Background: an optimization exercise with open tools, aiming at small area and a short achievable clock period. Do not read the settings as production practice. The RTL was checked by simulation tests, not by an equivalence proof against the original design. No activity file was given, so power comes from the tool's default toggle rates.

Design AHB_Mul, start of the top module:
module AHB_Mul(
    input HCLK,
    input HRESETn,
    input [31:0]M_AHB_0_haddr,
    input [2:0]M_AHB_0_hburst,
    input M_AHB_0_hmastlock,
    input [3:0]M_AHB_0_hprot,
    output reg [31:0]M_AHB_0_hrdata,
    output M_AHB_0_hready,
    output M_AHB_0_hresp,
    input [2:0]M_AHB_0_hsize,
    input [1:0]M_AHB_0_htrans,
    input [31:0]M_AHB_0_hwdata,
    input M_AHB_0_hwrite,
    output[3:0] led
    );
Size in the first run: ~2500 cells after synthesis, roughly 24000 sq um of cells after synthesis.
Settings: LEC_CHECK=0, ABC_AREA=1, CAP_MARGIN=20, CORE_MARGIN=2, CORE_UTILIZATION=50, CTS_CLUSTER_DIAMETER=100, CTS_CLUSTER_SIZE=30, PLACE_DENSITY=0.7, SETUP_SLACK_MARGIN=4.5, SLEW_MARGIN=20; clock period 10.0 ns.
standard.sh (not shown) runs the stock make flow with config.mk's settings and CLKGATE_MAP_FILE= SYNTH_SCRIPT=/design/flow/synth_recipe.tcl, a recipe that flattens the netlist after the stock synthesis.
==> flow/flow/run.sh <==
#!/bin/bash
# Own layout flow: the standard synthesis and layout, with two changes:
#  - after synthesis, fixfa.py removes the inverters that Yosys's full-adder
#    extraction leaves between adder cells (each adder may be swapped for its
#    complemented form, fa(~a,~b,~c) = ~fa(a,b,c));
#  - the port buffers are buf_2 cells instead of the slow delay buffers that
#    buffer_ports picks by default.
# Each tool's full output goes to a log file of its own in this folder.
set -euo pipefail
R=orfs/results/sky130hd/AHB_Mul/base
bash standard.sh synth > synth.log 2>&1
cp $R/1_2_yosys.v yosys_orig.v
python3 flow/fixfa.py yosys_orig.v $R/1_2_yosys.v > fixfa.log 2>&1
rm -f $R/1_synth.odb $R/1_synth.sdc
bash standard.sh BUFFER_PORTS_ARGS="-buffer_cell sky130_fd_sc_hd__buf_2" finish > finish.log 2>&1
Other scripts of this flow, unchanged in this note and not shown: flow/flow/fixfa.py
==> next run, changes <==
--- a/flow/flow/run.sh
+++ b/flow/flow/run.sh
@@ -6 +6 @@
-#  - the port buffers are buf_2 cells instead of the slow delay buffers that
+#  - the port buffers are buf_4 cells instead of the slow delay buffers that
@@ -15 +15 @@
-bash standard.sh BUFFER_PORTS_ARGS="-buffer_cell sky130_fd_sc_hd__buf_2" finish > finish.log 2>&1
+bash standard.sh BUFFER_PORTS_ARGS="-buffer_cell sky130_fd_sc_hd__buf_4" finish > finish.log 2>&1
Settings changed: CORE_UTILIZATION 50 to 40, PLACE_DENSITY 0.7 to 0.6.
=> First-iteration DRC count drops by 19%. Hold slack got worse by 0.0076 ns. Clock skew is about the same. Utilization drops by 11 points. Sequential power hardly moves. Die area climbs by 25%.
==> next run, changes <==
Settings changed: CORE_UTILIZATION 40 to 50, PLACE_DENSITY 0.6 to 0.7.
=> Clock skew decreases by 0.016 ns; routed wire length shrinks by 1.1%; total power decreases by 0.85%; design area decreases by 0.63%; clock-buffer cell count rises by 1; cell count is lower by 4.8%; synthesized cell count stays the same; sequential power stays flat; area after synthesis stays the same; sequential cell count stays the same; first-iteration DRC count grows by 25%.
==> next run, changes <==
--- a/flow/flow/run.sh
+++ b/flow/flow/run.sh
@@ -6 +6 @@
-#  - the port buffers are buf_4 cells instead of the slow delay buffers that
+#  - the port buffers are buf_2 cells instead of the slow delay buffers that
@@ -15 +15 @@
-bash standard.sh BUFFER_PORTS_ARGS="-buffer_cell sky130_fd_sc_hd__buf_4" finish > finish.log 2>&1
+bash standard.sh BUFFER_PORTS_ARGS="-buffer_cell sky130_fd_sc_hd__buf_2" finish > finish.log 2>&1
Settings changed: CORE_UTILIZATION 50 to 40, PLACE_DENSITY 0.7 to 0.6.
What happened:
- routed wire length shrinks by about 0.6%
- register-to-register slack loses 0.04 ns
- cell area barely changes
- sequential share of layout area barely changes
- utilization shrinks by 12 points
- synthesized cell count stays the same
==> next run, changes <==
--- a/flow/flow/run.sh
+++ b/flow/flow/run.sh
@@ -6 +6 @@
-#  - the port buffers are buf_2 cells instead of the slow delay buffers that
+#  - the port buffers are buf_4 cells instead of the slow delay buffers that
@@ -15 +15 @@
-bash standard.sh BUFFER_PORTS_ARGS="-buffer_cell sky130_fd_sc_hd__buf_2" finish > finish.log 2>&1
+bash standard.sh BUFFER_PORTS_ARGS="-buffer_cell sky130_fd_sc_hd__buf_4" finish > finish.log 2>&1
Settings changed: SETUP_SLACK_MARGIN 4.5 to 4.7.
After rerunning: The new run produced a clean layout. Cell area came out higher by 4.5%. Worst setup slack improves by 0.11 ns. Power went up by 1.1%. Count of clock-buffer cells in the layout drops by 1. Worst hold slack gains 0.038 ns. Sequential power stays flat. Routed wire length grows by 2.1%. Via count came out higher by 0.90%. First-iteration DRC count shrinks by 5.1%.

* * *

Setup of before:
AHB_Mul, a different RTL version from the one above (not shown whole).
Size in the first run: ~2600 cells after synthesis, ~120 I/O pins.
clock: 10.0 ns
lec_check: 0
abc_area: 1
cap_margin: 20
core_margin: 2
core_utilization: 40
place_density: 0.6
setup_slack_margin: 4
slew_margin: 20
==> flow/flow/run.sh <==
#!/bin/bash
# Own layout flow: the standard synthesis and layout, with two changes:
#  - after synthesis, fixfa.py removes the inverters that Yosys's full-adder
#    extraction leaves between adder cells (each adder may be swapped for its
#    complemented form, fa(~a,~b,~c) = ~fa(a,b,c));
#  - the port buffers are buf_4 cells instead of the slow delay buffers that
#    buffer_ports picks by default.
# Each tool's full output goes to a log file of its own in this folder.
set -euo pipefail
R=orfs/results/sky130hd/AHB_Mul/base
bash standard.sh synth > synth.log 2>&1
cp $R/1_2_yosys.v yosys_orig.v
python3 flow/fixfa.py yosys_orig.v $R/1_2_yosys.v > fixfa.log 2>&1
rm -f $R/1_synth.odb $R/1_synth.sdc
bash standard.sh BUFFER_PORTS_ARGS="-buffer_cell sky130_fd_sc_hd__buf_4" finish > finish.log 2>&1
Other scripts of this flow, unchanged in this note and not shown: flow/flow/fixfa.py
before went all the way through synthesis, placement and routing and the layout is clean on timing, DRC and antenna.
For after, these inputs were changed with respect to before:
- changing PLACE_DENSITY from 0.6 to 0.7
- changing CORE_UTILIZATION from 40 to 55
Notes after the runs:
There was hardly any difference in area of combinational cells with multiple inputs between after and before.
Diff after and before: number of non-clock buffers lower in after
Sort after and before by final critical-path required period, descending, and after comes first.
Changes observed in after relative to before: first-pass GRT wire length went down by 4700 µm, global routing usage on met3 went up by 3.6 points, met2 track demand over resource went up by 13 points.
before -> after: cell leakage power flat
Sort after and before by global-route usage over all layers desc -> top: after
Diff before -> after | average wire length per cell after detail routing | up by a few percent

static timing again, ports no longer ideal:
The flow's constraints put no driver on any port. The routed layouts listed below were extracted and timed again, unchanged, in two steps.
Step 1: set_driving_cell puts a clkbuf_16 on HCLK and a buf_2 on each other input, an assumption about the parent block.
Step 2 moves the port delays by t, midway between the first and last clock arrival at a register: inputs arrive t later, outputs are due t later. That takes back most of the time a late clock gives input paths.
Slacks: no drivers / after step 1 / after step 2; pairs: no drivers / after step 1.
run	t, ns	slack for setup (ns)	hold WS [ns]	latest minus earliest clock arrival (ns)
the first run of note 1	0.611	4.488 / 4.429 / 3.930	0.521 / 0.521 / 0.521	0.045 / 0.045
the second run of note 1	0.623	4.462 / 4.401 / 3.884	0.513 / 0.513 / 0.513	0.050 / 0.051
the third run of note 1	0.613	4.484 / 4.454 / 3.859	0.516 / 0.516 / 0.516	0.031 / 0.031
the fourth run of note 1	0.637	4.513 / 4.452 / 3.957	0.511 / 0.511 / 0.511	0.039 / 0.040
the fifth run of note 1	0.630	4.621 / 4.659 / 4.029	0.549 / 0.549 / 0.549	0.071 / 0.072
before	0.639	4.042 / 4.017 / 3.428	0.542 / 0.542 / 0.542	0.044 / 0.043
after	0.634	4.012 / 3.998 / 3.367	0.551 / 0.551 / 0.551	0.026 / 0.026
After both steps setup and hold are still met in every run listed. The setup slack of after, which loses most, moves by -0.014 ns with the drivers and by -0.645 ns with both steps.
